Source: an optimization exercise on an open RTL-to-GDS flow (aim: small area). Production flows keep margins and buffers that such runs may drop.
In this exercise RTL edits were held to simulation tests only and were not proved equivalent to the original.
No activity file was given, so power comes from the tool's default toggle rates.

**constraint.sdc**
```tcl
create_clock -name core_clock -period 5.0 [get_ports {clock}]
set_input_delay 1.0000 -clock core_clock [delete_from_list [all_inputs] [get_ports {clock}]]
set_output_delay 1.0000 -clock core_clock [all_outputs]
set_load 0.01 [all_outputs]
```
**design.v**
```verilog
`timescale 1ns / 1ps
module addsub #(
    parameter W = 8
) (
    input  [W-1:0] a,
    input  [W-1:0] b,
    input          sub,
    output [W-1:0] s
);
    logic [W:0] c;
    logic [W-1:0] bb;
    assign c[0] = sub;
    assign bb = b ^ {W{sub}};
    genvar i;
    generate
        for (i = 0; i < W; i++) begin : g
            assign s[i] = a[i] ^ bb[i] ^ c[i];
            assign c[i+1] = (a[i] & bb[i]) | (c[i] & (a[i] ^ bb[i]));
        end
    endgenerate
endmodule
module addsmall #(
    parameter W = 12,
    parameter K = 6
) (
    input  [W-1:0] a,
    input  [K-1:0] b,
    input          sub,
    output [W-1:0] s
);
    logic [K:0] c;
    logic [K-1:0] bb;
    logic t;
    assign c[0] = sub;
    assign bb = b ^ {K{sub}};
    assign t = b[K-1] ^ sub;       
    genvar i;
    generate
        for (i = 0; i < K; i++) begin : lo
            assign s[i] = a[i] ^ bb[i] ^ c[i];
            assign c[i+1] = (a[i] & bb[i]) | (c[i] & (a[i] ^ bb[i]));
        end
    endgenerate
    logic [W-K:0] all1, any1;
    assign all1[0] = 1'b1;
    assign any1[0] = 1'b0;
    generate
        for (i = K; i < W; i++) begin : hi
            assign all1[i-K+1] = all1[i-K] & a[i];
            assign any1[i-K+1] = any1[i-K] | a[i];
            assign s[i] = a[i] ^ t ^ (t ? (c[K] | any1[i-K]) : (c[K] & all1[i-K]));
        end
    endgenerate
endmodule
module addfast #(
    parameter W = 12,
    parameter K = 6
) (
    input  [W-1:0] a,
    input  [K-1:0] b,
    input          sub,
    output [W-1:0] s
);
    localparam LG = (K + 1 > 8) ? 4 : (K + 1 > 4) ? 3 : (K + 1 > 2) ? 2 : 1;
    logic [K-1:0] bb, pp, gg;
    logic t;
    assign bb = b ^ {K{sub}};
    assign t = b[K-1] ^ sub;       
    logic [K:0] G [0:LG];
    logic [K:0] P [0:LG];
    assign G[0] = {(a[K-1:0] & bb), sub};
    assign P[0] = {(a[K-1:0] ^ bb), 1'b0};
    genvar l, i;
    generate
        for (l = 0; l < LG; l++) begin : lev
            for (i = 0; i <= K; i++) begin : node
                if (((i >> l) & 1) == 1) begin : comb
                    localparam integer J = ((i >> l) << l) - 1;
                    assign G[l+1][i] = G[l][i] | (P[l][i] & G[l][J]);
                    assign P[l+1][i] = P[l][i] & P[l][J];
                end else begin : pass
                    assign G[l+1][i] = G[l][i];
                    assign P[l+1][i] = P[l][i];
                end
            end
        end
    endgenerate
    logic [K:0] c;
    assign c = G[LG];
    assign s[K-1:0] = (a[K-1:0] ^ bb) ^ c[K-1:0];
    logic [W-K:0] all1, any1;
    assign all1[0] = 1'b1;
    assign any1[0] = 1'b0;
    generate
        for (i = K; i < W; i++) begin : hi
            assign all1[i-K+1] = all1[i-K] & a[i];
            assign any1[i-K+1] = any1[i-K] | a[i];
            assign s[i] = a[i] ^ t ^ (t ? (c[K] | any1[i-K]) : (c[K] & all1[i-K]));
        end
    endgenerate
endmodule
module addfast2 #(
    parameter W = 12,
    parameter K = 6
) (
    input  [W-1:0] a,
    input  [K-1:0] b,
    input          sub,
    output [W-1:0] s
);
    localparam LG = (K + 1 > 8) ? 4 : (K + 1 > 4) ? 3 : (K + 1 > 2) ? 2 : 1;
    localparam U = W - K;
    localparam LU = (U > 8) ? 4 : (U > 4) ? 3 : (U > 2) ? 2 : (U > 1) ? 1 : 0;
    logic [K-1:0] bb;
    logic t;
    assign bb = b ^ {K{sub}};
    assign t = b[K-1] ^ sub;
    logic [K:0] G [0:LG];
    logic [K:0] P [0:LG];
    assign G[0] = {(a[K-1:0] & bb), sub};
    assign P[0] = {(a[K-1:0] ^ bb), 1'b0};
    genvar l, i;
    generate
        for (l = 0; l < LG; l++) begin : lev
            for (i = 0; i <= K; i++) begin : node
                if (((i >> l) & 1) == 1) begin : comb
                    localparam integer J = ((i >> l) << l) - 1;
                    assign G[l+1][i] = G[l][i] | (P[l][i] & G[l][J]);
                    assign P[l+1][i] = P[l][i] & P[l][J];
                end else begin : pass
                    assign G[l+1][i] = G[l][i];
                    assign P[l+1][i] = P[l][i];
                end
            end
        end
    endgenerate
    logic [K:0] c;
    assign c = G[LG];
    assign s[K-1:0] = (a[K-1:0] ^ bb) ^ c[K-1:0];
    logic [U-1:0] O [0:LU];
    logic [U-1:0] Z [0:LU];
    assign O[0] = a[W-1:K];
    assign Z[0] = ~a[W-1:K];
    generate
        for (l = 0; l < LU; l++) begin : ulev
            for (i = 0; i < U; i++) begin : unode
                if (((i >> l) & 1) == 1) begin : comb
                    localparam integer J = ((i >> l) << l) - 1;
                    assign O[l+1][i] = O[l][i] & O[l][J];
                    assign Z[l+1][i] = Z[l][i] & Z[l][J];
                end else begin : pass
                    assign O[l+1][i] = O[l][i];
                    assign Z[l+1][i] = Z[l][i];
                end
            end
        end
    endgenerate
    wire inc = c[K] & ~t;
    wire dec = ~c[K] & t;
    assign s[K] = a[K] ^ inc ^ dec;
    generate
        for (i = 1; i < U; i++) begin : hi
            assign s[K+i] = a[K+i] ^ ((inc & O[LU][i-1]) | (dec & Z[LU][i-1]));
        end
    endgenerate
endmodule
module addfast3 #(
    parameter W = 12,
    parameter K = 6
) (
    input  [W-1:0] a,
    input  [K-1:0] b,
    input          sub,
    output [W-1:0] s
);
    localparam LG = (K + 1 > 8) ? 4 : (K + 1 > 4) ? 3 : (K + 1 > 2) ? 2 : 1;
    localparam U = W - K;
    localparam LU = (U > 8) ? 4 : (U > 4) ? 3 : (U > 2) ? 2 : (U > 1) ? 1 : 0;
    logic [K-1:0] bb;
    logic t;
    assign bb = b ^ {K{sub}};
    assign t = b[K-1] ^ sub;
    logic [K:0] G [0:LG];
    logic [K:0] P [0:LG];
    assign G[0] = {(a[K-1:0] & bb), sub};
    assign P[0] = {(a[K-1:0] ^ bb), 1'b0};
    genvar l, i;
    generate
        for (l = 0; l < LG; l++) begin : lev
            for (i = 0; i <= K; i++) begin : node
                if (((i >> l) & 1) == 1) begin : comb
                    localparam integer J = ((i >> l) << l) - 1;
                    assign G[l+1][i] = G[l][i] | (P[l][i] & G[l][J]);
                    assign P[l+1][i] = P[l][i] & P[l][J];
                end else begin : pass
                    assign G[l+1][i] = G[l][i];
                    assign P[l+1][i] = P[l][i];
                end
            end
        end
    endgenerate
    logic [K:0] c;
    assign c = G[LG];
    assign s[K-1:0] = (a[K-1:0] ^ bb) ^ c[K-1:0];
    logic [U-1:0] O [0:LU];
    assign O[0] = a[W-1:K] ^ {U{t}};
    generate
        for (l = 0; l < LU; l++) begin : ulev
            for (i = 0; i < U; i++) begin : unode
                if (((i >> l) & 1) == 1) begin : comb
                    localparam integer J = ((i >> l) << l) - 1;
                    assign O[l+1][i] = O[l][i] & O[l][J];
                end else begin : pass
                    assign O[l+1][i] = O[l][i];
                end
            end
        end
    endgenerate
    wire inc = c[K] ^ t;
    assign s[K] = a[K] ^ inc;
    generate
        for (i = 1; i < U; i++) begin : hi
            assign s[K+i] = a[K+i] ^ (inc & O[LU][i-1]);
        end
    endgenerate
endmodule
`timescale 1ns / 1ps
module phase_controller (
    input clock,
    input reset,
    output [3:0] code,
    output [7:0] w,
    output [1:0] quadrant
);
    logic [3:0] cd;
    logic [7:0] wr;
    logic [5:0] c;
    logic e, r;
    logic [1:0] q;
    wire pre = (cd == 4'd0);
    wire endq = (cd == 4'd14) && (wr == 8'h1d || wr == 8'h1e);
    logic [7:0] up1, up2;           
    logic [7:0] upw, upw1;          
    assign up1 = ({8{cd == 0}} & 8'he)
            | ({8{cd == 1}} & 8'h7e)
            | ({8{cd == 2}} & 8'h7e)
            | ({8{cd == 3}} & 8'h76)
            | ({8{cd == 4}} & 8'h7f)
            | ({8{cd == 5}} & 8'h7e)
            | ({8{cd == 6}} & 8'h7f)
            | ({8{cd == 7}} & 8'h40)
            | ({8{cd == 8}} & 8'h7f)
            | ({8{cd == 9}} & 8'h7e)
            | ({8{cd == 10}} & 8'h7e)
            | ({8{cd == 11}} & 8'h76)
            | ({8{cd == 12}} & 8'h7f)
            | ({8{cd == 13}} & 8'h7e);
    assign up2 = ({8{cd == 0}} & 8'hd)
            | ({8{cd == 1}} & 8'h7d)
            | ({8{cd == 2}} & 8'h7d)
            | ({8{cd == 3}} & 8'h75)
            | ({8{cd == 4}} & 8'h7e)
            | ({8{cd == 5}} & 8'h7d)
            | ({8{cd == 6}} & 8'h7e)
            | ({8{cd == 7}} & 8'h3f)
            | ({8{cd == 8}} & 8'h7e)
            | ({8{cd == 9}} & 8'h7d)
            | ({8{cd == 10}} & 8'h7d)
            | ({8{cd == 11}} & 8'h75)
            | ({8{cd == 12}} & 8'h7e)
            | ({8{cd == 13}} & 8'h7d);
    assign upw = ({8{cd == 0}} & 8'he1)
            | ({8{cd == 1}} & 8'h81)
            | ({8{cd == 2}} & 8'h80)
            | ({8{cd == 3}} & 8'h88)
            | ({8{cd == 4}} & 8'h81)
            | ({8{cd == 5}} & 8'h81)
            | ({8{cd == 6}} & 8'h80)
            | ({8{cd == 7}} & 8'hbf)
            | ({8{cd == 8}} & 8'h80)
            | ({8{cd == 9}} & 8'h81)
            | ({8{cd == 10}} & 8'h80)
            | ({8{cd == 11}} & 8'h88)
            | ({8{cd == 12}} & 8'h81)
            | ({8{cd == 13}} & 8'h81);
    assign upw1 = ({8{cd == 0}} & 8'he2)
            | ({8{cd == 1}} & 8'h82)
            | ({8{cd == 2}} & 8'h81)
            | ({8{cd == 3}} & 8'h89)
            | ({8{cd == 4}} & 8'h82)
            | ({8{cd == 5}} & 8'h82)
            | ({8{cd == 6}} & 8'h81)
            | ({8{cd == 7}} & 8'hc0)
            | ({8{cd == 8}} & 8'h81)
            | ({8{cd == 9}} & 8'h82)
            | ({8{cd == 10}} & 8'h81)
            | ({8{cd == 11}} & 8'h89)
            | ({8{cd == 12}} & 8'h82)
            | ({8{cd == 13}} & 8'h82);
    wire hit1 = (wr == up1);
    wire hit2 = (wr == up2);
    wire xing = (cd != 4'd14) && (hit1 || (e && hit2));
    wire over = e && hit1;             
    logic [7:0] w_step;
    wire g1 = e | wr[0];
    assign w_step[0] = wr[0] ^ ~e;
    assign w_step[1] = wr[1] ^ g1;
    genvar k;
    generate
        for (k = 2; k < 8; k++) begin : ws
            assign w_step[k] = wr[k] ^ (g1 & (&wr[k-1:1]));
        end
    endgenerate
    logic [5:0] c_next;
    assign c_next = ({6{c == 6'd0}} & 6'he)
            | ({6{c == 6'd1}} & 6'hf)
            | ({6{c == 6'd2}} & 6'h10)
            | ({6{c == 6'd3}} & 6'h11)
            | ({6{c == 6'd4}} & 6'h12)
            | ({6{c == 6'd5}} & 6'h13)
            | ({6{c == 6'd6}} & 6'h14)
            | ({6{c == 6'd7}} & 6'h15)
            | ({6{c == 6'd8}} & 6'h16)
            | ({6{c == 6'd9}} & 6'h17)
            | ({6{c == 6'd10}} & 6'h18)
            | ({6{c == 6'd11}} & 6'h19)
            | ({6{c == 6'd12}} & 6'h1a)
            | ({6{c == 6'd13}} & 6'h1b)
            | ({6{c == 6'd14}} & 6'h1c)
            | ({6{c == 6'd15}} & 6'h1d)
            | ({6{c == 6'd16}} & 6'h1e)
            | ({6{c == 6'd17}} & 6'h1f)
            | ({6{c == 6'd18}} & 6'h20)
            | ({6{c == 6'd19}} & 6'h21)
            | ({6{c == 6'd20}} & 6'h22)
            | ({6{c == 6'd21}} & 6'h23)
            | ({6{c == 6'd22}} & 6'h24)
            | ({6{c == 6'd23}} & 6'h25)
            | ({6{c == 6'd24}} & 6'h26)
            | ({6{c == 6'd25}} & 6'he)
            | ({6{c == 6'd26}} & 6'hf)
            | ({6{c == 6'd27}} & 6'h10)
            | ({6{c == 6'd28}} & 6'h11)
            | ({6{c == 6'd29}} & 6'h12)
            | ({6{c == 6'd30}} & 6'h13)
            | ({6{c == 6'd31}} & 6'h14)
            | ({6{c == 6'd32}} & 6'h15)
            | ({6{c == 6'd33}} & 6'h16)
            | ({6{c == 6'd34}} & 6'h17)
            | ({6{c == 6'd35}} & 6'h18)
            | ({6{c == 6'd36}} & 6'h19)
            | ({6{c == 6'd37}} & 6'h1a)
            | ({6{c == 6'd38}} & 6'h1b);
    wire c_big = (c >= 6'd25);
    always_ff @(posedge clock) begin
        if (reset || pre) begin
            c <= '0;
            e <= 1'b0;
            r <= 1'b0;
        end
        else begin
            r <= endq;
            if (r)
                c <= '0;
            else begin
                c <= c_next;
                e <= c_big;
            end
        end
    end
    always_ff @(posedge clock) begin
        if (reset) begin
            q <= 2'd0;
            cd <= 4'd0;
            wr <= 8'd0;
        end
        else if (endq) begin
            q <= q + 2'd1;
            cd <= 4'd1;
            wr <= 8'he1;
        end
        else if (xing) begin
            cd <= cd + 4'd1;
            wr <= over ? upw1 : upw;
        end
        else
            wr <= w_step;
    end
    assign code = cd;
    assign w = wr;
    assign quadrant = q;
endmodule
`timescale 1ns / 1ps
module cordic (
    input clock,
    input reset,
    output signed [12:0] sine,
    output signed [12:0] cosine
);
    logic [3:0] code;
    logic [7:0] w;
    logic [1:0] q;
    phase_controller pc (.clock(clock), .reset(reset), .code(code), .w(w), .quadrant(q));
    wire [9:0] dirs_ac = {code, ~w[7], w[6:2]};
    wire tie1 = q[0] && (code == 4'd12) && (w == 8'h88);
    wire tie2 = q[0] && (code == 4'd4) && (w == 8'h88);
    wire [9:0] dirs_a = tie1 ? 10'b0100000010 : tie2 ? 10'b1100000010 : dirs_ac ^ {10{q[0]}};
    logic [10:0] x8, y8;
    wire [6:0] ts = dirs_a[9:3];
    wire sw = ts[6];
    wire [5:0] tj = ts[5:0] ^ {6{sw}};
    logic [10:0] ta, tb;
    assign ta = ({11{tj == 6'd11}} & 11'h7fe)
            | ({11{tj == 6'd12}} & 11'h7fd)
            | ({11{tj == 6'd13}} & 11'h7fd)
            | ({11{tj == 6'd14}} & 11'h7fb)
            | ({11{tj == 6'd15}} & 11'h7fb)
            | ({11{tj == 6'd16}} & 11'h7f5)
            | ({11{tj == 6'd17}} & 11'h7f3)
            | ({11{tj == 6'd18}} & 11'h7ef)
            | ({11{tj == 6'd19}} & 11'h7ed)
            | ({11{tj == 6'd20}} & 11'h7e8)
            | ({11{tj == 6'd21}} & 11'h7e4)
            | ({11{tj == 6'd22}} & 11'h7de)
            | ({11{tj == 6'd23}} & 11'h7da)
            | ({11{tj == 6'd24}} & 11'h7d1)
            | ({11{tj == 6'd25}} & 11'h7cb)
            | ({11{tj == 6'd26}} & 11'h7c3)
            | ({11{tj == 6'd27}} & 11'h7bd)
            | ({11{tj == 6'd28}} & 11'h7b4)
            | ({11{tj == 6'd29}} & 11'h7ac)
            | ({11{tj == 6'd30}} & 11'h7a2)
            | ({11{tj == 6'd31}} & 11'h79a)
            | ({11{tj == 6'd32}} & 11'h791)
            | ({11{tj == 6'd33}} & 11'h787)
            | ({11{tj == 6'd34}} & 11'h77d)
            | ({11{tj == 6'd35}} & 11'h773)
            | ({11{tj == 6'd36}} & 11'h766)
            | ({11{tj == 6'd37}} & 11'h75a)
            | ({11{tj == 6'd38}} & 11'h74e)
            | ({11{tj == 6'd39}} & 11'h742)
            | ({11{tj == 6'd40}} & 11'h732)
            | ({11{tj == 6'd41}} & 11'h724)
            | ({11{tj == 6'd42}} & 11'h716)
            | ({11{tj == 6'd43}} & 11'h708)
            | ({11{tj == 6'd44}} & 11'h6f8)
            | ({11{tj == 6'd45}} & 11'h6ea)
            | ({11{tj == 6'd46}} & 11'h6d9)
            | ({11{tj == 6'd47}} & 11'h6c9)
            | ({11{tj == 6'd48}} & 11'h6b5)
            | ({11{tj == 6'd49}} & 11'h6a5)
            | ({11{tj == 6'd50}} & 11'h692)
            | ({11{tj == 6'd51}} & 11'h680)
            | ({11{tj == 6'd52}} & 11'h66d)
            | ({11{tj == 6'd53}} & 11'h65b)
            | ({11{tj == 6'd54}} & 11'h647)
            | ({11{tj == 6'd55}} & 11'h635)
            | ({11{tj == 6'd56}} & 11'h61e)
            | ({11{tj == 6'd57}} & 11'h60a)
            | ({11{tj == 6'd58}} & 11'h5f4)
            | ({11{tj == 6'd59}} & 11'h5e0)
            | ({11{tj == 6'd60}} & 11'h5ca)
            | ({11{tj == 6'd61}} & 11'h5b4)
            | ({11{tj == 6'd62}} & 11'h59e);
    assign tb = ({11{tj == 6'd11}} & 11'he)
            | ({11{tj == 6'd12}} & 11'h30)
            | ({11{tj == 6'd13}} & 11'h4e)
            | ({11{tj == 6'd14}} & 11'h6e)
            | ({11{tj == 6'd15}} & 11'h8c)
            | ({11{tj == 6'd16}} & 11'hae)
            | ({11{tj == 6'd17}} & 11'hcc)
            | ({11{tj == 6'd18}} & 11'hec)
            | ({11{tj == 6'd19}} & 11'h10a)
            | ({11{tj == 6'd20}} & 11'h12c)
            | ({11{tj == 6'd21}} & 11'h14a)
            | ({11{tj == 6'd22}} & 11'h16a)
            | ({11{tj == 6'd23}} & 11'h188)
            | ({11{tj == 6'd24}} & 11'h1aa)
            | ({11{tj == 6'd25}} & 11'h1c8)
            | ({11{tj == 6'd26}} & 11'h1e8)
            | ({11{tj == 6'd27}} & 11'h206)
            | ({11{tj == 6'd28}} & 11'h225)
            | ({11{tj == 6'd29}} & 11'h243)
            | ({11{tj == 6'd30}} & 11'h261)
            | ({11{tj == 6'd31}} & 11'h27f)
            | ({11{tj == 6'd32}} & 11'h290)
            | ({11{tj == 6'd33}} & 11'h2ae)
            | ({11{tj == 6'd34}} & 11'h2cd)
            | ({11{tj == 6'd35}} & 11'h2e9)
            | ({11{tj == 6'd36}} & 11'h308)
            | ({11{tj == 6'd37}} & 11'h324)
            | ({11{tj == 6'd38}} & 11'h342)
            | ({11{tj == 6'd39}} & 11'h35e)
            | ({11{tj == 6'd40}} & 11'h37d)
            | ({11{tj == 6'd41}} & 11'h399)
            | ({11{tj == 6'd42}} & 11'h3b5)
            | ({11{tj == 6'd43}} & 11'h3d1)
            | ({11{tj == 6'd44}} & 11'h3ed)
            | ({11{tj == 6'd45}} & 11'h407)
            | ({11{tj == 6'd46}} & 11'h423)
            | ({11{tj == 6'd47}} & 11'h43d)
            | ({11{tj == 6'd48}} & 11'h459)
            | ({11{tj == 6'd49}} & 11'h473)
            | ({11{tj == 6'd50}} & 11'h48d)
            | ({11{tj == 6'd51}} & 11'h4a7)
            | ({11{tj == 6'd52}} & 11'h4c1)
            | ({11{tj == 6'd53}} & 11'h4d9)
            | ({11{tj == 6'd54}} & 11'h4f3)
            | ({11{tj == 6'd55}} & 11'h50b)
            | ({11{tj == 6'd56}} & 11'h526)
            | ({11{tj == 6'd57}} & 11'h53e)
            | ({11{tj == 6'd58}} & 11'h555)
            | ({11{tj == 6'd59}} & 11'h56b)
            | ({11{tj == 6'd60}} & 11'h584)
            | ({11{tj == 6'd61}} & 11'h59a)
            | ({11{tj == 6'd62}} & 11'h5b0);
    assign x8 = sw ? tb : ta;
    assign y8 = sw ? ta : tb;
    logic [9:0] dirs_r1;
    logic [1:0] q_r1;
    logic [10:0] x_r1;
    logic [10:0] y_r1;
    always_ff @(posedge clock) begin
        dirs_r1 <= dirs_a;
        q_r1 <= q;
        x_r1 <= x8;
        y_r1 <= y8;
    end
    logic [10:0] x9, y9;
    addfast2 #(.W(11), .K(4)) ux9 (.a(11'(x_r1)), .b(4'(y_r1 >> 8)), .sub(dirs_r1[2]), .s(x9));
    addfast2 #(.W(11), .K(4)) uy9 (.a(11'(y_r1)), .b(4'(x_r1 >> 8)), .sub(~dirs_r1[2]), .s(y9));
    logic [10:0] x10, y10;
    addsmall #(.W(11), .K(3)) ux10 (.a(11'(x9)), .b(3'(y9 >> 9)), .sub(dirs_r1[1]), .s(x10));
    addsmall #(.W(11), .K(3)) uy10 (.a(11'(y9)), .b(3'(x9 >> 9)), .sub(~dirs_r1[1]), .s(y10));
    logic [9:0] dirs_r2;
    logic [1:0] q_r2;
    logic [10:0] x_r2;
    logic [10:0] y_r2;
    always_ff @(posedge clock) begin
        dirs_r2 <= dirs_r1;
        q_r2 <= q_r1;
        x_r2 <= x10;
        y_r2 <= y10;
    end
    wire mx = q_r2[0] ^ q_r2[1];
    wire my = q_r2[1];
    wire bx = y_r2[10];
    wire by = x_r2[10];
    logic signed [2:0] ax, ay;
    assign ax = mx ? (dirs_r2[0] ? 3'd1 + {2'b00, bx} : 3'd1 - {2'b00, bx}) : (dirs_r2[0] ? 3'd0 - {2'b00, bx} : {2'b00, bx});
    assign ay = my ? (dirs_r2[0] ? 3'd1 - {2'b00, by} : 3'd1 + {2'b00, by}) : (dirs_r2[0] ? {2'b00, by} : 3'd0 - {2'b00, by});
    logic [10:0] rx, ry;
    addfast2 #(.W(11), .K(3)) ux11 (.a(x_r2 ^ {11{mx}}), .b(ax), .sub(1'b0), .s(rx));
    addfast2 #(.W(11), .K(3)) uy11 (.a(y_r2 ^ {11{my}}), .b(ay), .sub(1'b0), .s(ry));
    assign cosine = {1'b0, ~mx, rx};
    assign sine = {1'b0, ~my, ry};
endmodule
```
**config.mk**
```make
export PLATFORM = sky130hd
export DESIGN_NAME = cordic
export DESIGN_NICKNAME = cordic
export VERILOG_FILES = /design/flow/design.v
export SDC_FILE = /design/flow/constraint.sdc
export NUM_CORES = 4
export LEC_CHECK = 0
export ABC_AREA = 1
export CAP_MARGIN = 20
export CORE_MARGIN = 2
export CORE_UTILIZATION = 40
export CTS_BUF_LIST = sky130_fd_sc_hd__clkbuf_8
export GPL_TIMING_DRIVEN = 0
export PLACE_DENSITY = 0.8
export SLEW_MARGIN = 20
```
**run.sh**
```bash
#!/bin/bash
# synth_recipe.tcl (not shown) runs the flow's synth.tcl, then flattens the netlist and writes it again
# the make line also repeats each setting of config.mk as NAME=value (left out here)
make -C /OpenROAD-flow-scripts/flow DESIGN_CONFIG=/design/flow/config.mk WORK_HOME=/design/flow/orfs CLKGATE_MAP_FILE= SYNTH_SCRIPT=/design/flow/synth_recipe.tcl finish
```
==> impl_metrics.sql, run 1 <==
INSERT INTO impl_metrics (metric_group, metric, value, unit) VALUES
('power_and_ir_drop', 'comb_power_share', '4.7', '%'),
('power_and_ir_drop', 'powerDensity', '144.9', 'nW/µm²'),
('power_and_ir_drop', 'power.ir.vdd_worst', '94.30', 'µV'),
('grt', 'grt_overflow', '0', ''),
('routing', 'firstDrtPassIters', '6', ''),
('logic_synthesis', 'synth_cell_type_count', '54', ''),
('cts', 'cts.root.buffer_cell', 'clkbuf_8', ''),
('sta', 'rsz0062_at_grt', 'no', ''),
('logic_synthesis', 'syn-cell-area', '6962', 'µm²'),
('sta', 'setup_viol', '0', ''),
('sta', 'timing_max_transition_violations_final', '0', ''),
('placed_design', 'hpwlAfterDp', '16100', 'µm'),
('sta', 'final_hold_viol_count', '0', ''),
('sta', 'period_needed', '4598', 'ps'),
('logic_synthesis', 'share_of_synthesized_area_occupied_by_flip_flops_and_latches', '21.28', '%'),
('floorplanning', 'rows', '48', ''),
('logic_synthesis', 'synth-seq-cells', '74', ''),
('cts', 'cts_made_buffers', '9', ''),
('worst_setup_path', 'critical_path_peak_fanout', '10', ''),
('layout', 'mostFrequentLayoutCell', 'nand2_1', ''),
('floorplanning', 'die_h', '135.9', 'µm'),
('layout', 'syn_to_final_growth', '11.23', '%'),
('sta', 'whs', '324.5', 'ps'),
('floorplanning', 'floorplan.die_area', '18480', 'µm²'),
('floorplanning', 'initial_core_util', '40.53', '%'),
('cts', 'ctsHtreeMaxLevel', '3', ''),
('logic_synthesis', 'syn-instance-count', '1126', ''),
('worst_setup_path', 'cp.arrival', '3600', 'ps'),
('sta', 'setup_total_negative_slack', '0', 'ps'),
('worst_setup_path', 'slowest_delay', '540', 'ps'),
('layout', 'final_area', '7744', 'µm²'),
('worst_setup_path', 'crit_buf_inv', '6', ''),
('grt', 'gr-usage-all-layers', '21.86', '%'),
('cts', 'cts.clk_slew.worst_paths', '80', 'ps'),
('layout', 'final_net_count', '1190', ''),
('worst_setup_path', 'timing.critical_path.to_type', 'output port', ''),
('power_and_ir_drop', 'power_frac_seq', '53.7', '%'),
('worst_setup_path', 'timing.critical_path.required', '4000', 'ps'),
('cts', 'cts_setup_buffers', '0', ''),
('floorplanning', 'chipWidth', '135.9', 'µm'),
('logic_synthesis', 'synth_warnings', '12', ''),
('layout', 'fillerInstances', '1755', ''),
('sta', 'worst-slew-pin-transition', '623.0', 'ps'),
('routing', 'drt.antenna.violating_nets', '0', ''),
('logic_synthesis', 'synth.avg_cell_area', '6.183', 'µm²'),
('routing', 'drt_first_iter_violations', '610', ''),
('job', 'max_cap_viol_count', '0', ''),
('routing', 'drc', '0', ''),
('placed_design', 'placed_area', '7492', 'µm²'),
('grt', 'grt_first_pass_wirelength', '32060', 'µm'),
('layout', 'fraction_of_layout_instances_using_a_drive_strength_above_1', '8.233', '%'),
('placed_design', 'portBuffers', '24', ''),
('cts', 'cts_tree', 'yes', ''),
('worst_setup_path', 'cp_top_family', 'simple AND/OR/NAND/NOR gates', ''),
('run_status', 'status', 'no timing/DRC/antenna violations', ''),
('floorplanning', 'core_area', '17180', 'µm²'),
('worst_setup_path', 'worst_path_most_repeated_cell', 'inv_1', ''),
('power_and_ir_drop', 'report.power.total', '0.001122', 'W'),
('sta', 'relSlewSlack', '58.36', '%'),
('worst_setup_path', 'crit_path_cell_trace', 'or2_2 > nand2_2 > buf_8 > xor2_1 > inv_1 > ha_1 > nand2_1 > nand2_1 > a31oi_2 > inv_1 > nor2_1 > nand3_1 > nor2_1 > inv_1 > nor2_1 > inv_1 > nand2_1 > xor2_1 > clkdlybuf4s50_1', ''),
('routing', 'drt-vias-per-instance', '5.285', ''),
('floorplanning', 'pin_count', '28', ''),
('grt', 'first_global_vias', '6676', ''),
('placed_design', 'place.gp.congestion', '1.049', ''),
('routing', 'wl', '19800', 'µm'),
('layout', 'antennaDiodeCount', '0', ''),
('routing', 'route.detailed.wl_per_inst', '14.24', 'µm'),
('power_and_ir_drop', 'net_switching', '0.0002352', 'W'),
('worst_setup_path', 'crit_type', 'reg2out', ''),
('cts', 'clk-insertion-delay-late', '340', 'ps'),
('grt', 'antenna_found_initial', '0', '');
cells by family (layout without fill, tap and decap cells):
kind of cell | after synthesis | count (layout) | share of synthesized area (%)
DFF | 74 | 74 | 21.28
and+or+nand+nor | 613 | 613 | 38.68
other | 1 | 2 | 0.05387
buffers and inverters | 191 | 230 | 11.25
xor gates and xnor gates | 92 | 92 | 11.68
AOI/OAI and AO/OA | 129 | 129 | 11.31
adders and majority gates | 26 | 26 | 5.751
layer usage:
metal	track usage [%]	routed length, µm	vias up	part of all wire, %
li1	-	-	3677	-
met5	0	0	-	0
met1	27.06	8291	3284	42
met4	11.23	1024	0	5.2
met3	3.169	1295	69	6.5
met2	36.90	9193	322	46
state kept, by name, summed over array words and instances, names as in the netlist:
signal,cells
pc.c,6
x_r2,11
y_r1,11
q_r2,2
y_r2,11
pc.r,1
pc.e,1
dirs_r2,1
pc.q,2
q_r1,2
pc.cd,4
x_r1,11
pc.wr,8
dirs_r1,3
path summary, 6_finish.rpt:
path	start	to	cells after the start
setup / recovery	q_r2[1]$_DFF_P_	cosine[7]	19
hold / removal	q_r1[0]$_DFF_P_	q_r2[0]$_DFF_P_	0
setup reg to reg	dirs_r1[2]$_SDFF_PP0_	y_r2[10]$_DFF_P_	23
hold reg to reg	q_r1[0]$_DFF_P_	q_r2[0]$_DFF_P_	0
power groups by stage:
| stage | clock [W] | combinational, W | sequential (W) |
|---|---|---|---|
| floorplan | 0 | 0.0000369 | 0.000614 |
| global placement | 0 | 0.0000514 | 0.000615 |
| detailed placement | 0 | 0.0000522 | 0.000615 |
| CTS | 0.000481 | 0.0000524 | 0.000602 |
| global route | 0.000509 | 0.0000598 | 0.000603 |
| finish | 0.000468 | 0.0000524 | 0.000602 |
cell usage after synthesis, drive strengths merged:
library cell,n,area (µm²)
o21a,1,7.510
a22oi,1,7.510
conb,1,3.750
a21boi,1,7.510
a21oi,31,170.2
nand4,25,156.4
buf,22,148.9
nor3,26,150.2
o211ai,9,67.56
fa,10,200.2
clkbuf,6,22.52
a221oi,1,15.01
a41oi,1,8.760
a211oi,3,22.52
nand3,79,415.4
a311oi,2,17.52
xor2,64,568.1
o41ai,1,8.760
o221ai,2,17.52
a32o,1,10.01
o2111ai,3,26.28
o31a,2,17.52
xnor2,28,245.2
nor2,152,595.6
o32ai,2,17.52
o22ai,3,18.77
dfxtp,74,1481
nor4,8,50.05
o21ai,57,289.0
nor4b,1,8.760
nor3b,1,7.510
o31ai,3,22.52
inv,163,611.8
nand2,315,1267
a2111oi,1,8.760
a31oi,3,18.77
or2,3,18.77
a21o,1,7.510
nand3b,3,22.52
ha,16,200.2
through the flow:
stage / utilization, % / std cells / setup slack [ps]
after floorplan: - / 1127 / 715.2
after global placement: 43.59 / 1376 / 259.1
after detailed placement: 43.62 / 1377 / 186.6
after CTS: 44.89 / 1392 / 3.652
after global routing: 45.08 / 1391 / 34.67
final: 45.08 / 1391 / 402.0
what timing repair did:
action,in CTS,in global routing
gates resized for setup,4,13
setup endpoints to repair,3,10
hold endpoints to repair,0,0
cell type report:
class	instances	area (µm²)	share of cell area [%]
Buffer	27	182.7	2.359
Multi-Input combinational cell	862	4731	61.09
Timing Repair Buffer	25	251.5	3.248
Clock inverter	3	38.79	0.5009
Tap cell	225	281.5	3.635
Clock buffer	12	165.2	2.133
Sequential cell	74	1481	19.13
Inverter	163	611.8	7.901
==> inputs of run 2 (changes only) <==
--- a/config.mk
+++ b/config.mk
@@ -12,4 +12,4 @@
 export CTS_BUF_LIST = sky130_fd_sc_hd__clkbuf_8
 export GPL_TIMING_DRIVEN = 0
-export PLACE_DENSITY = 0.8
+export PLACE_DENSITY = 0.6
 export SLEW_MARGIN = 20
==> impl_metrics.sql, run 2 <==
INSERT INTO impl_metrics (metric_group, metric, value, unit) VALUES
('grt', 'first_global_vias', '6540', ''),
('cts', 'cts_tree', 'yes', ''),
('logic_synthesis', 'synth_top_family_by_area', 'simple AND/OR/NAND/NOR gates', ''),
('routing', 'wl', '18870', 'µm'),
('worst_setup_path', 'crit_type', 'reg2out', ''),
('worst_setup_path', 'timing.critical_path.to', 'cosine[7]', ''),
('grt', 'grt_first_pass_wirelength', '31510', 'µm'),
('worst_setup_path', 'cp.arrival', '3700', 'ps'),
('worst_hold_path', 'hold_path_cell_cnt', '0', ''),
('logic_synthesis', 'synth.largest_area_cell', 'dfxtp_1', ''),
('worst_setup_path', 'timing.critical_path.required', '4000', 'ps'),
('worst_setup_path', 'worst_path_most_repeated_cell', 'inv_1', ''),
('worst_setup_path', 'crit_buf_inv', '7', ''),
('floorplanning', 'die_h', '135.9', 'µm'),
('sta', 'min_period_over_period', '94.10', '%'),
('layout', 'fillerInstances', '1865', ''),
('sta', 'finalClockSkew', '12.37', 'ps'),
('logic_synthesis', 'synth.avg_cell_area', '6.183', 'µm²'),
('worst_setup_path', 'path_depth', '20', ''),
('cts', 'cts_setup_buffers', '0', ''),
('layout', 'final_cell_mix', '290 x nand2_1, 156 x inv_1, 145 x nor2_1, 75 x nand3_1, 74 x dfxtp_1', ''),
('placed_design', 'hpwlAfterDp', '15240', 'µm'),
('sta', 'relSlewSlack', '58.66', '%'),
('run_status', 'status', 'no timing/DRC/antenna violations', ''),
('floorplanning', 'floorplan.die_area', '18480', 'µm²'),
('logic_synthesis', 'yosysMostFrequentCell', 'nand2_1', ''),
('floorplanning', 'chipWidth', '135.9', 'µm'),
('routing', 'drc', '0', ''),
('power_and_ir_drop', 'leakage', '4.164', 'nW'),
('routing', 'drt-vias-per-instance', '5.165', ''),
('logic_synthesis', 'yosys_most_used_dff', 'dfxtp_1', ''),
('sta', 'postLayoutSetupSlackWorst', '295.1', 'ps'),
('routing', 'drt_first_iter_violations', '622', ''),
('routing', 'drt.antenna.violating_nets', '0', ''),
('placed_design', 'place.gp.congestion', '1.116', ''),
('worst_setup_path', 'timing.critical_path.slowest_stage_cell', 'clkdlybuf4s50_1', ''),
('grt', 'grt_max_degree', '12', ''),
('sta', 'setup_viol', '0', ''),
('grt', 'antenna_found_initial', '0', ''),
('logic_synthesis', 'synth_warnings', '12', ''),
('worst_setup_path', 'start_kind', 'flip-flop', ''),
('worst_setup_path', 'cp_top_family', 'buffers and inverters', ''),
('logic_synthesis', 'syn-cell-area', '6962', 'µm²'),
('cts', 'clock_tree.buffer_depth', '2', ''),
('worst_setup_path', 'timing.rr.start', 'dirs_r1[2]$_SDFF_PP0_', ''),
('worst_setup_path', 'crit_path_cell_trace', 'clkbuf_1 > or2_2 > nand2_2 > buf_8 > xor2_1 > inv_1 > ha_1 > nand2_1 > nand2_1 > a31oi_2 > inv_1 > nor2_1 > nand3_1 > nor2_1 > inv_1 > nor2_2 > inv_1 > nand2_1 > xor2_1 > clkdlybuf4s50_1', ''),
('layout', 'fraction_of_layout_instances_using_a_drive_strength_above_1', '8.134', '%'),
('worst_setup_path', 'slowest_delay', '550', 'ps'),
('placed_design', 'placed_area', '7492', 'µm²'),
('logic_synthesis', 'synth-adder-area-share', '5.751', '%'),
('logic_synthesis', 'synth-simple-area-share', '38.68', '%'),
('cts', 'cts.clk_slew.worst_paths', '80', 'ps'),
('logic_synthesis', 'synthTopCellsByCount', '291 x nand2_1, 153 x inv_1, 146 x nor2_1', ''),
('cts', 'ctsHtreeMaxLevel', '3', ''),
('logic_synthesis', 'synth_xor_xnor_area_share', '11.68', '%'),
('floorplanning', 'initial_core_util', '40.53', '%'),
('logic_synthesis', 'synth_compound_gate_area_share', '11.30', '%'),
('logic_synthesis', 'synthArstFlopShare', '0', '%'),
('worst_setup_path', 'critical_path_peak_fanout', '10', ''),
('cts', 'cts_num_sinks', '74', ''),
('worst_setup_path', 'timing.critical_path.to_type', 'output port', ''),
('sta', 'final_hold_viol_count', '0', ''),
('placed_design', 'portBuffers', '24', ''),
('layout', 'syn_to_final_growth', '10.75', '%'),
('worst_hold_path', 'hold_path_class', 'reg2reg', ''),
('routing', 'dr_total_vias', '7195', ''),
('floorplanning', 'core_area', '17180', 'µm²'),
('sta', 'period_needed', '4705', 'ps'),
('logic_synthesis', 'synth_cell_type_count', '54', ''),
('grt', 'grt_overflow', '0', ''),
('cts', 'cts_made_buffers', '9', ''),
('logic_synthesis', 'synth_edf_count', '0', ''),
('sta', 'timing_max_transition_violations_final', '0', ''),
('power_and_ir_drop', 'powerDensity', '135.5', 'nW/µm²'),
('floorplanning', 'pin_count', '28', ''),
('logic_synthesis', 'synth-seq-cells', '74', ''),
('logic_synthesis', 'ranking_of_synthesized_cells_by_area', 'dfxtp_1 21%, nand2_1 16%, inv_1 8.2%', ''),
('layout', 'antennaDiodeCount', '0', ''),
('placed_design', 'pre_cts_ws', '200.3', 'ps'),
('floorplanning', 'rows', '48', ''),
('routing', 'firstDrtPassIters', '5', ''),
('worst_setup_path', 'setup.reg_to_reg.worst_slack', '390', 'ps'),
('logic_synthesis', 'syn-instance-count', '1126', ''),
('grt', 'gr-usage-all-layers', '21.38', '%'),
('logic_synthesis', 'synth_top_area_share', '21.28', '%'),
('power_and_ir_drop', 'power.ir.vdd_worst', '102.6', 'µV'),
('sta', 'worst-slew-pin-transition', '619.5', 'ps'),
('layout', 'mostFrequentLayoutCell', 'nand2_1', ''),
('cts', 'cts.root.buffer_cell', 'clkbuf_8', ''),
('worst_setup_path', 'rr_worst_depth', '23', ''),
('routing', 'route.detailed.wl_per_inst', '13.55', 'µm'),
('worst_setup_path', 'r2r_end', 'y_r2[10]$_DFF_P_', ''),
('layout', 'final_net_count', '1191', ''),
('job', 'max_cap_viol_count', '0', ''),
('sta', 'fmax', '0.2125', 'GHz'),
('cts', 'clk-insertion-delay-late', '360', 'ps'),
('worst_setup_path', 'crit_path_start', 'q_r2[1]$_DFF_P_', ''),
('logic_synthesis', 'synth.mux.area_fraction', '0', '%'),
('logic_synthesis', 'share_of_synthesized_area_occupied_by_flip_flops_and_latches', '21.28', '%'),
('layout', 'final_area', '7710', 'µm²');
## run 2: cell counts after synthesis
Identical to the previous run, type by type.
## run 2: where the power goes
| part | switching, W | total [W] | internal (W) |
|---|---|---|---|
| Combinational | 0.0000277 | 0.0000523 | 0.0000246 |
| Clock | 0.000205 | 0.000390 | 0.000185 |
| Sequential | 0.00000610 | 0.000602 | 0.000596 |
## run 2: cells by family (layout without fill, tap and decap cells)
family	Yosys count	after routing
simple gates	613	613
other cells	1	2
buf+inv	191	232
fa+ha+maj	26	26
flops	74	74
xor+xnor	92	92
compound gates	129	129
## run 2: cell type report
type / count / area [µm²] / area share [%]
plain buffers: 28 / 186.4 / 2.418
clock buffers: 10 / 137.6 / 1.785
well taps: 225 / 281.5 / 3.651
inverters: 163 / 611.8 / 7.936
multi-input cells: 862 / 4733 / 61.39
repair buffers: 25 / 251.5 / 3.262
flip-flops and latches: 74 / 1481 / 19.21
clock inverters: 6 / 26.28 / 0.3408
## run 2: routing by layer
metal	vias up	share of wire (%)	global-route usage (%)
met2	324	43	33.31
met1	3121	45	28.36
met4	0	4.5	10.36
li1	3671	-	-
met5	-	0	0
met3	79	7.1	4.064
## run 2: worst reg2reg max path, cell delays in order (launching register included)
cell and delay (ps):
dfxtp_1 300, clkbuf_4 190, xor2_2 210, ha_1 290, a21o_1 110, a21oi_1 70
fa_1 450, or2_2 330, nor3_2 140, nand3_1 110, o21ai_0 120, xor2_1 230
inv_1 100, nand2_1 60, nand2_1 70, fa_1 390, fa_1 490, nor2_1 210
nand3_1 140, nor2_1 150, nand2_1 70, nand2_1 60, a21oi_1 80, xnor2_1 120
## run 2: how the worst min path moves through the flow
stage	endpoint	slack (ps)	startpoint
global route	dirs_r2$_DFF_P_	340	dirs_r1[0]$_SDFF_PP0_
floorplan	dirs_r2$_DFF_P_	310	dirs_r1[0]$_SDFF_PP0_
CTS	q_r2[0]$_DFF_P_	330	q_r1[0]$_DFF_P_
finish	dirs_r2$_DFF_P_	330	dirs_r1[0]$_SDFF_PP0_
global placement	q_r2[1]$_DFF_P_	310	q_r1[1]$_DFF_P_
detailed placement	q_r2[1]$_DFF_P_	310	q_r1[1]$_DFF_P_
## run 2: repair_timing
item / 4_1_cts / 5_1_grt
setup endpoints to repair: 4 / 8
pin swaps: 0 / 0
resized for setup: 5 / 13
hold buffers: 0 / 0
## run 2: stage by stage
stage | utilization [%] | cells | total power, W | TNS, ps | hold slack [ps]
final | 44.89 | 1393 | 0.001045 | 0 | 328.6
after global routing | 44.89 | 1393 | 0.001101 | -6.434 | 337.3
after CTS | 44.67 | 1393 | 0.001063 | 0 | 331.1
after detailed placement | 43.62 | 1377 | 0.0006677 | 0 | 313.9
after global placement | 43.59 | 1376 | 0.0006675 | 0 | 311.8
after floorplan | - | 1127 | 0.0006505 | 0 | 309.6
==> inputs of run 3 (changes only) <==
--- a/config.mk
+++ b/config.mk
@@ -11,5 +11,5 @@
 export CORE_UTILIZATION = 40
 export CTS_BUF_LIST = sky130_fd_sc_hd__clkbuf_8
-export GPL_TIMING_DRIVEN = 0
+export GPL_TIMING_DRIVEN = 1
 export PLACE_DENSITY = 0.6
 export SLEW_MARGIN = 20
==> impl_metrics.sql, run 3 <==
INSERT INTO impl_metrics (metric_group, metric, value, unit) VALUES
('run_status', 'status', 'no timing/DRC/antenna violations', ''),
('worst_setup_path', 'setup.reg_to_reg.worst_slack', '460', 'ps'),
('routing', 'wl', '19670', 'µm'),
('logic_synthesis', 'synth-seq-cells', '74', ''),
('sta', 'fmax', '0.2202', 'GHz'),
('worst_hold_path', 'hold_path.startpoint', 'dirs_r1[0]$_SDFF_PP0_', ''),
('power_and_ir_drop', 'net_switching', '0.0002527', 'W'),
('routing', 'drt-vias-per-instance', '5.114', ''),
('cts', 'clock_tree.buffer_depth', '2', ''),
('logic_synthesis', 'synth_top_area_share', '21.28', '%'),
('sta', 'final_hold_viol_count', '0', ''),
('layout', 'multi_input_comb_area', '4710', 'µm²'),
('cts', 'cts_made_buffers', '9', ''),
('worst_hold_path', 'min_delay_worst_endpoint', 'dirs_r2$_DFF_P_', ''),
('logic_synthesis', 'syn-cell-area', '6962', 'µm²'),
('worst_setup_path', 'crit_type', 'reg2reg', ''),
('sta', 'setup_total_negative_slack', '0', 'ps'),
('power_and_ir_drop', 'p_int', '0.0008961', 'W'),
('cts', 'cts_num_sinks', '74', ''),
('worst_setup_path', 'crit_path_cell_trace', 'xor2_1 > ha_1 > a21o_1 > a21oi_1 > fa_1 > or2_2 > nor3_1 > nand3_1 > o21ai_0 > xor2_1 > inv_1 > nand2_1 > nand2_1 > fa_1 > fa_1 > nor2_1 > nand3_1 > nor2_1 > nand2_1 > nand2_1 > a21oi_1 > xnor2_1', ''),
('grt', 'grt_first_pass_wirelength', '31750', 'µm'),
('placed_design', 'portBuffers', '25', ''),
('worst_setup_path', 'timing.rr.start', 'dirs_r1[2]$_SDFF_PP0_', ''),
('worst_setup_path', 'cp_top_family', 'adder cells', ''),
('floorplanning', 'rows', '48', ''),
('logic_synthesis', 'synth_edf_count', '0', ''),
('logic_synthesis', 'synth_cell_type_count', '54', ''),
('worst_setup_path', 'timing.critical_path.slowest_stage_cell', 'fa_1', ''),
('grt', 'antenna_found_initial', '0', ''),
('grt', 'grt_max_degree', '35', ''),
('sta', 'timing_max_transition_violations_final', '0', ''),
('cts', 'cts.clk_slew.worst_paths', '70', 'ps'),
('sta', 'worst-slew-pin-transition', '766.9', 'ps'),
('grt', 'grt_overflow', '0', ''),
('power_and_ir_drop', 'powerDensity', '151.7', 'nW/µm²'),
('layout', 'fraction_of_layout_instances_using_a_drive_strength_above_1', '6.824', '%'),
('layout', 'sequential_cell_area', '1483', 'µm²'),
('floorplanning', 'initial_core_util', '40.53', '%'),
('logic_synthesis', 'synthArstFlopShare', '0', '%'),
('worst_setup_path', 'timing.critical_path.to_type', 'flip-flop', ''),
('cts', 'clk-insertion-delay-late', '350', 'ps'),
('sta', 'rsz0062_at_grt', 'no', ''),
('grt', 'gr-usage-all-layers', '21.74', '%'),
('worst_setup_path', 'crit_buf_inv', '1', ''),
('logic_synthesis', 'synth-adder-area-share', '5.751', '%'),
('sta', 'finalClockSkew', '12.19', 'ps'),
('logic_synthesis', 'synth_top_family_by_area', 'simple AND/OR/NAND/NOR gates', ''),
('routing', 'drc', '0', ''),
('layout', 'syn_to_final_growth', '8.771', '%'),
('logic_synthesis', 'synth-simple-area-share', '38.68', '%'),
('worst_setup_path', 'timing.critical_path.required', '5230', 'ps'),
('layout', 'final_cell_mix', '290 x nand2_1, 155 x inv_1, 146 x nor2_1, 75 x nand3_1, 73 x dfxtp_1', ''),
('logic_synthesis', 'synth.largest_area_cell', 'dfxtp_1', ''),
('cts', 'cts.root.buffer_cell', 'clkbuf_8', ''),
('floorplanning', 'chipWidth', '135.9', 'µm'),
('floorplanning', 'floorplan.die_area', '18480', 'µm²'),
('logic_synthesis', 'synth_compound_gate_area_share', '11.30', '%'),
('power_and_ir_drop', 'comb_power_share', '4.4', '%'),
('routing', 'drt_first_iter_violations', '565', ''),
('worst_setup_path', 'worst_path_most_repeated_cell', 'nand2_1', ''),
('routing', 'drt.antenna.violating_nets', '0', ''),
('layout', 'fillerInstances', '1877', ''),
('power_and_ir_drop', 'power_frac_seq', '52.5', '%'),
('layout', 'mostFrequentLayoutCell', 'nand2_1', ''),
('logic_synthesis', 'yosysMostFrequentCell', 'nand2_1', ''),
('power_and_ir_drop', 'power.ir.vdd_worst', '117.0', 'µV'),
('logic_synthesis', 'syn-instance-count', '1126', ''),
('cts', 'ctsHtreeMaxLevel', '3', ''),
('routing', 'route.detailed.wl_per_inst', '14.38', 'µm'),
('power_and_ir_drop', 'swShare', '21.99', '%'),
('routing', 'dr_total_vias', '6996', '');
[run 3: cell counts after synthesis]
Identical to the previous run, type by type.
[run 3: cell families (layout without fill, tap and decap cells)]
group,after synthesis,count (layout)
and+or+nand+nor,613,613
xor gates and xnor gates,92,92
AOI/OAI and AO/OA,129,129
buffers and inverters,191,207
other,1,2
DFF,74,74
adders and majority gates,26,26
[run 3: how the worst max path moves through the flow]
stage	endpoint	slack [ps]	cells after the start
finish	y_r2[10]$_DFF_P_	460	22
global route	y_r2[10]$_DFF_P_	3	23
CTS	y_r2[10]$_DFF_P_	230	22
detailed placement	y_r2[10]$_DFF_P_	260	22
global placement	y_r2[10]$_DFF_P_	290	22
floorplan	y_r2[10]$_DFF_P_	720	23
[run 3: cell type report]
class | instances | share of cell area (%)
clock buffer | 9 | 1.636
inverter | 163 | 8.080
timing repair buffer | 28 | 3.652
clock inverter | 7 | 1.140
tap | 225 | 3.718
sequential | 74 | 19.58
multi-input combinational | 862 | 62.19
[run 3: metrics by stage]
| stage | total power (W) | instance area, µm² | worst slack [ps] | utilization, % | std cells |
|---|---|---|---|---|---|
| 2_1_floorplan | 0.0006505 | 6965 | 715.2 | - | 1127 |
| 3_3_place_gp | 0.0006666 | 7350 | 289.7 | 42.79 | 1352 |
| 3_5_place_dp | 0.0006671 | 7350 | 262.5 | 42.79 | 1352 |
| 4_1_cts | 0.001162 | 7560 | 232.7 | 44.01 | 1368 |
| 5_1_grt | 0.001196 | 7572 | 3.164 | 44.09 | 1368 |
| 6_report | 0.001149 | 7572 | 459.5 | 44.09 | 1368 |
[run 3: power groups by stage]
stage               Sequential, W  Clock, W  Combinational [W]
floorplan                0.000614         0          0.0000369
global route             0.000604  0.000534          0.0000574
finish                   0.000603  0.000495          0.0000505
CTS                      0.000603  0.000508          0.0000505
detailed placement       0.000617         0          0.0000503
global placement         0.000617         0          0.0000498
[run 3: timing repair]
item	4_1_cts	5_1_grt
gates resized for setup	0	5
hold buffers	0	0
endpoints found under the setup margin	0	7
[run 3: metal layers]
layer | up-vias | global-route usage, % | part of all wire (%)
li1 | 3624 | - | -
met2 | 237 | 35.52 | 45
met1 | 3071 | 28.37 | 46
met4 | 0 | 11.34 | 4.4
met5 | - | 0 | 0
met3 | 64 | 2.200 | 5.1
[run 3: worst register-to-register path: cells and delay by family, from the launching register on]
family,cells,cell delay (ps)
AOI/OAI and AO/OA,4,370
buffers and inverters,1,100
and+or+nand+nor,10,1380
DFF,1,450
xor gates and xnor gates,3,620
adders and majority gates,4,1500

separate check: timing with driven ports:
No port has a modelled driver above. Below, the same layouts with a new extraction and two added sets of constraints. Step 1 (the two cells are an assumption about what drives the block):
set clk [get_ports {clock}]
set_driving_cell -lib_cell sky130_fd_sc_hd__clkbuf_16 $clk
set_driving_cell -lib_cell sky130_fd_sc_hd__buf_2 [delete_from_list [all_inputs] $clk]
Step 2 times the ports against the registers' clock, not the clock port: input delays grow and output delays shrink by t, the midpoint of the rising clock arrivals with the driver on. Slacks: no drivers / after step 1 / after step 2; pairs: no drivers / after step 1.
run	t, ns	setup WS [ns]	latest minus earliest clock arrival (ns)	worst slew at a driven data input, ns
run 1	0.376	0.402 / 0.363 / 0.428	0.013 / 0.013	0.03
run 2	0.393	0.295 / 0.259 / 0.386	0.015 / 0.015	0.03
run 3	0.380	0.459 / 0.428 / 0.459	0.013 / 0.013	0.04
After both steps every run listed still meets setup and hold.
